This is an optimization exercise on Yosys and OpenROAD, whose aim is small area, not a production implementation.
RTL that was checked went through simulation tests only; none was proved equivalent to the original.
The flow treats the clock pin as an ideal source. Dropping or thinning the clock tree relies on that and would not hold on a real chip.
Power and IR drop assume default switching activity.

## before
==> flow/design.v <==
`timescale 1ns / 1ps
module uart_main(
     input logic clk_in,
     input logic  reset,
     input logic [1:0]S,
     input logic Load,
     input logic [7:0]data_board,
     output logic serial_out,
     input logic serial_in,
     output logic [7:0]register
   );
    logic [12:0] txc, txcn;
    logic [1:0] txq;
    wire txeq = (txc == 13'd7478);
    wire txdbl = S[1] ~^ S[0];
    wire txtick = txeq & (txdbl ? (txq[1] & ~txq[0]) : txq[0]);
    assign txcn[0] = txeq ? 1'b1 : txc[12] ^ txc[7];
    assign txcn[1] = txeq ? 1'b0 : txc[0];
    assign txcn[2] = txeq ? 1'b1 : txc[1];
    assign txcn[3] = txeq ? 1'b1 : txc[2];
    assign txcn[4] = txeq ? 1'b1 : txc[3];
    assign txcn[5] = txeq ? 1'b1 : txc[4];
    assign txcn[6] = txeq ? 1'b1 : txc[5];
    assign txcn[7] = txeq ? 1'b0 : txc[6];
    assign txcn[8] = txeq ? 1'b0 : txc[7];
    assign txcn[9] = txeq ? 1'b1 : txc[8];
    assign txcn[10] = txeq ? 1'b0 : txc[9];
    assign txcn[11] = txeq ? S[1] : txc[10];
    assign txcn[12] = txeq ? 1'b1 : txc[11];
    always_ff @(posedge clk_in) begin   
        if (reset) begin
            txc <= 13'd7835;
            txq <= 2'd0;
        end else begin
            txc <= txcn;
            if (txeq) txq <= txq + 2'd1;
        end
    end
    logic [9:0] rxc, rxcn;
    logic rxt;
    wire rxeq = (rxc == 10'd362);
    wire rxtick = rxeq & rxt;
    assign rxcn[0] = rxeq ? 1'b1 : rxc[9] ^ rxc[6];
    assign rxcn[1] = rxeq ? 1'b0 : rxc[0];
    assign rxcn[2] = rxeq ? 1'b1 : rxc[1];
    assign rxcn[3] = rxeq ? ~(~S[1] & S[0]) : rxc[2];
    assign rxcn[4] = rxeq ? ~S[1] : rxc[3];
    assign rxcn[5] = rxeq ? ~S[0] : rxc[4];
    assign rxcn[6] = rxeq ? ~(S[1] & S[0]) : rxc[5];
    assign rxcn[7] = rxeq ? 1'b1 : rxc[6];
    assign rxcn[8] = rxeq ? 1'b1 : rxc[7];
    assign rxcn[9] = rxeq ? S[0] : rxc[8];
    always_ff @(posedge clk_in) begin   
        if (reset) begin
            rxc <= 10'd181;
            rxt <= 1'b0;
        end else begin
            rxc <= rxcn;
            rxt <= rxt ^ rxeq;
        end
    end
    logic [3:0] e;
    logic transmit, a;
    logic [7:0] data_1;
    wire tx_idle = e[3] & ~e[1];
    always_ff @(posedge clk_in or posedge reset) begin
        if (reset) begin
            e <= 4'd8;
        end else if (txtick) begin
            if (tx_idle) begin
                if (transmit) e <= 4'd14;
            end else begin
                e <= e + 4'd1;
            end
        end
    end
    always_ff @(posedge clk_in) begin   
        if (reset) begin
            transmit <= 1'b0;
            a <= 1'b0;
        end else if (txtick && tx_idle) begin
            a <= Load;
            if (!Load) transmit <= a;
        end
    end
    always_ff @(posedge clk_in) begin
        if (txtick && tx_idle && Load) data_1 <= data_board;
    end
    assign serial_out = e[3] ? ~e[0] : data_1[e[2:0]];
    logic [3:0] st, cnt;
    wire rx_idle = st[3] & ~st[1] & st[0];
    wire rx_last = (cnt == 4'd9);
    wire [3:0] st_inc = (st[3] & ~st[0] & ~serial_in) ? st : st + 4'd1;
    always_ff @(posedge clk_in) begin   
        if (reset) begin
            st <= 4'd9;
            cnt <= 4'd0;
        end else if (rxtick) begin
            cnt <= rx_idle ? 4'd0 : cnt + 4'd1;
            if (rx_idle) begin
                st <= serial_in ? 4'd9 : (st[2] ? 4'd13 : 4'd15);
            end else if (rx_last) begin
                st <= st_inc;
            end
        end
    end
    genvar i;
    for (i = 0; i < 8; i = i + 1) begin : g_reg
        always_ff @(posedge clk_in or posedge reset) begin
            if (reset) register[i] <= 1'b0;
            else if (rxtick && rx_last && st == i) register[i] <= serial_in;
        end
    end
endmodule
Settings: LEC_CHECK=0, CAP_MARGIN=20, CORE_MARGIN=2, CORE_UTILIZATION=40, SLEW_MARGIN=20; clock period 10.0 ns.
standard.sh (not shown) runs the stock make flow with config.mk's settings and CLKGATE_MAP_FILE= SYNTH_SCRIPT=/design/flow/synth_recipe.tcl, a recipe that flattens the netlist after the stock synthesis.
==> flow/flow/run.sh <==
#!/bin/bash
# Layout flow: the standard ORFS flow (standard.sh), with its synthesis unchanged, except that
#  - the combinational logic of the synthesized netlist is re-mapped for area by ABC
#    (flow/resynth.sh); every flip-flop keeps its instance name, cell type and connections;
#  - ports are buffered with buf_1 instead of the default port buffer;
#  - before CTS, flow/cts_hook.tcl gives the logic the smallest cells of the same function
#    and builds a one-level clock tree of CLK_CLUSTERS clock buffers in place of the H-tree.
# Logs: standard_synth.log and standard.log (make), resynth/ (yosys), orfs/logs (each step).
set -euo pipefail
export CLK_BUF=sky130_fd_sc_hd__clkbuf_8
export CLK_CLUSTERS=3
R=$PWD/orfs/results/sky130hd/uart_main/base
bash standard.sh synth > standard_synth.log 2>&1
cp $R/1_2_yosys.v $R/1_2_yosys_standard.v
bash flow/resynth.sh $R/1_2_yosys_standard.v $R/1_2_yosys.v $PWD > resynth.log 2>&1
bash standard.sh \
  BUFFER_PORTS_ARGS="-buffer_cell sky130_fd_sc_hd__buf_1" \
  PRE_CTS_TCL="$PWD/flow/cts_hook.tcl" \
  finish > standard.log 2>&1
Other scripts of this flow, unchanged in this note and not shown: flow/flow/cts_clusters.tcl, flow/flow/cts_hook.tcl, flow/flow/downsize.tcl, flow/flow/resynth.sh
Relative to before, the following input files were edited for after:
==> flow/design.v, changed modules only <==
module uart_main(
     input logic clk_in,
     input logic  reset,
     input logic [1:0]S,
     input logic Load,
     input logic [7:0]data_board,
     output logic serial_out,
     input logic serial_in,
     output logic [7:0]register
   );
    logic [12:0] txc, txcn;
    logic [1:0] txq;
    wire txeq = (txc == 13'd6765);
    wire txdbl = S[1] ~^ S[0];
    wire txtick = txeq & (txdbl ? (txq[1] & ~txq[0]) : txq[0]);
    assign txcn[0] = txeq ? 1'b1 : txc[12] ^ txc[7];
    assign txcn[1] = txeq ? 1'b1 : txc[0];
    assign txcn[2] = txeq ? 1'b0 : txc[1];
    assign txcn[3] = txeq ? 1'b1 : txc[2];
    assign txcn[4] = txeq ? 1'b1 : txc[3];
    assign txcn[5] = txeq ? 1'b1 : txc[4];
    assign txcn[6] = txeq ? 1'b1 : txc[5];
    assign txcn[7] = txeq ? 1'b1 : txc[6];
    assign txcn[8] = txeq ? 1'b0 : txc[7];
    assign txcn[9] = txeq ? 1'b0 : txc[8];
    assign txcn[10] = txeq ? 1'b1 : txc[9];
    assign txcn[11] = txeq ? 1'b0 : txc[10];
    assign txcn[12] = txeq ? S[1] : txc[11];
    always_ff @(posedge clk_in) begin   
        if (reset) begin
            txc <= 13'd7478;
            txq <= 2'd0;
        end else begin
            txc <= txcn;
            if (txeq) txq <= txq + 2'd1;
        end
    end
    logic [9:0] rxc, rxcn;
    logic rxt;
    wire rxeq = (rxc == 10'd40);
    wire rxtick = rxeq & rxt;
    assign rxcn[0] = rxeq ? 1'b0 : rxc[9] ^ rxc[6];
    assign rxcn[1] = rxeq ? 1'b1 : rxc[0];
    assign rxcn[2] = rxeq ? ~S[0] : rxc[1];
    assign rxcn[3] = rxeq ? ~(~S[1] & S[0]) : rxc[2];
    assign rxcn[4] = rxeq ? S[1] : rxc[3];
    assign rxcn[5] = rxeq ? 1'b0 : rxc[4];
    assign rxcn[6] = rxeq ? S[0] : rxc[5];
    assign rxcn[7] = rxeq ? ~S[1] : rxc[6];
    assign rxcn[8] = rxeq ? 1'b1 : rxc[7];
    assign rxcn[9] = rxeq ? 1'b0 : rxc[8];
    always_ff @(posedge clk_in) begin   
        if (reset) begin
            rxc <= 10'd20;
            rxt <= 1'b0;
        end else begin
            rxc <= rxcn;
            rxt <= rxt ^ rxeq;
        end
    end
    logic [3:0] e;
    logic transmit, a;
    logic [7:0] data_1;
    wire tx_idle = e[3] & ~e[1];
    always_ff @(posedge clk_in or posedge reset) begin
        if (reset) begin
            e <= 4'd8;
        end else if (txtick) begin
            if (tx_idle) begin
                if (transmit) e <= 4'd14;
            end else begin
                e <= e + 4'd1;
            end
        end
    end
    always_ff @(posedge clk_in) begin   
        if (reset) begin
            transmit <= 1'b0;
            a <= 1'b0;
        end else if (txtick && tx_idle) begin
            a <= Load;
            if (!Load) transmit <= a;
        end
    end
    always_ff @(posedge clk_in) begin
        if (txtick && tx_idle && Load) data_1 <= data_board;
    end
    assign serial_out = e[3] ? ~e[0] : data_1[e[2:0]];
    logic [3:0] st, cnt;
    wire rx_idle = st[3] & ~st[1] & st[0];
    wire rx_last = (cnt == 4'd9);
    wire [3:0] st_inc = (st[3] & ~st[0] & ~serial_in) ? st : st + 4'd1;
    always_ff @(posedge clk_in) begin   
        if (reset) begin
            st <= 4'd9;
            cnt <= 4'd0;
        end else if (rxtick) begin
            cnt <= rx_idle ? 4'd0 : cnt + 4'd1;
            if (rx_idle) begin
                st <= serial_in ? 4'd9 : (st[2] ? 4'd13 : 4'd15);
            end else if (rx_last) begin
                st <= st_inc;
            end
        end
    end
    genvar i;
    for (i = 0; i < 8; i = i + 1) begin : g_reg
        always_ff @(posedge clk_in or posedge reset) begin
            if (reset) register[i] <= 1'b0;
            else if (rxtick && rx_last && st == i) register[i] <= serial_in;
        end
    end
endmodule
==> run summary <==
Re number of antenna violations at the first check in global routing: no difference whatsoever between after and before.
Comparing after with before, the fraction of met3 tracks used by global routing came out essentially unchanged.
Looking at synthesized area, after sits about 2.4% higher than before does.
Diff before -> after: detailed-placement wirelength estimate higher; fraction of power spent switching nets lower.
Starting utilization of the core area ended up 0.43 points higher on after than on before.
Taking before as the reference, in after number of multi-input combinational cells in the layout up about 0.7%; peak clock frequency supported by timing up 0.018 GHz; global-route usage up 0.44 points; overall power consumption down 1.9%.
For after, only the layout was checked, not whether the RTL still works. No run of this note takes its clock network from TritonCTS; it comes from the design's own scripts or RTL.

==> afterwards: timing with drivers on the ports <==
In the flow no input, the clock included, has a driving cell. The finished layouts below were timed again as built, in two steps.
Step 1, drivers: a clkbuf_16 drives clk_in and a buf_2 each remaining input, both assumed.
Step 2 also shifts input and output timing later by t, the mid clock arrival at the registers, as if the neighbouring blocks saw the same clock.
Slacks: no drivers / after step 1 / after step 2; pairs: no drivers / after step 1.
run	shift t [ns]	setup WS [ns]	worst hold slack (ns)
before	0.210	5.627 / 5.654 / 5.444	0.452 / 0.452 / 0.452
after	0.207	5.944 / 5.969 / 5.762	0.420 / 0.420 / 0.420
After both steps every run listed still meets setup and hold. The setup slack of before, which loses most, moves by +0.027 ns with the drivers and by -0.183 ns with both steps.
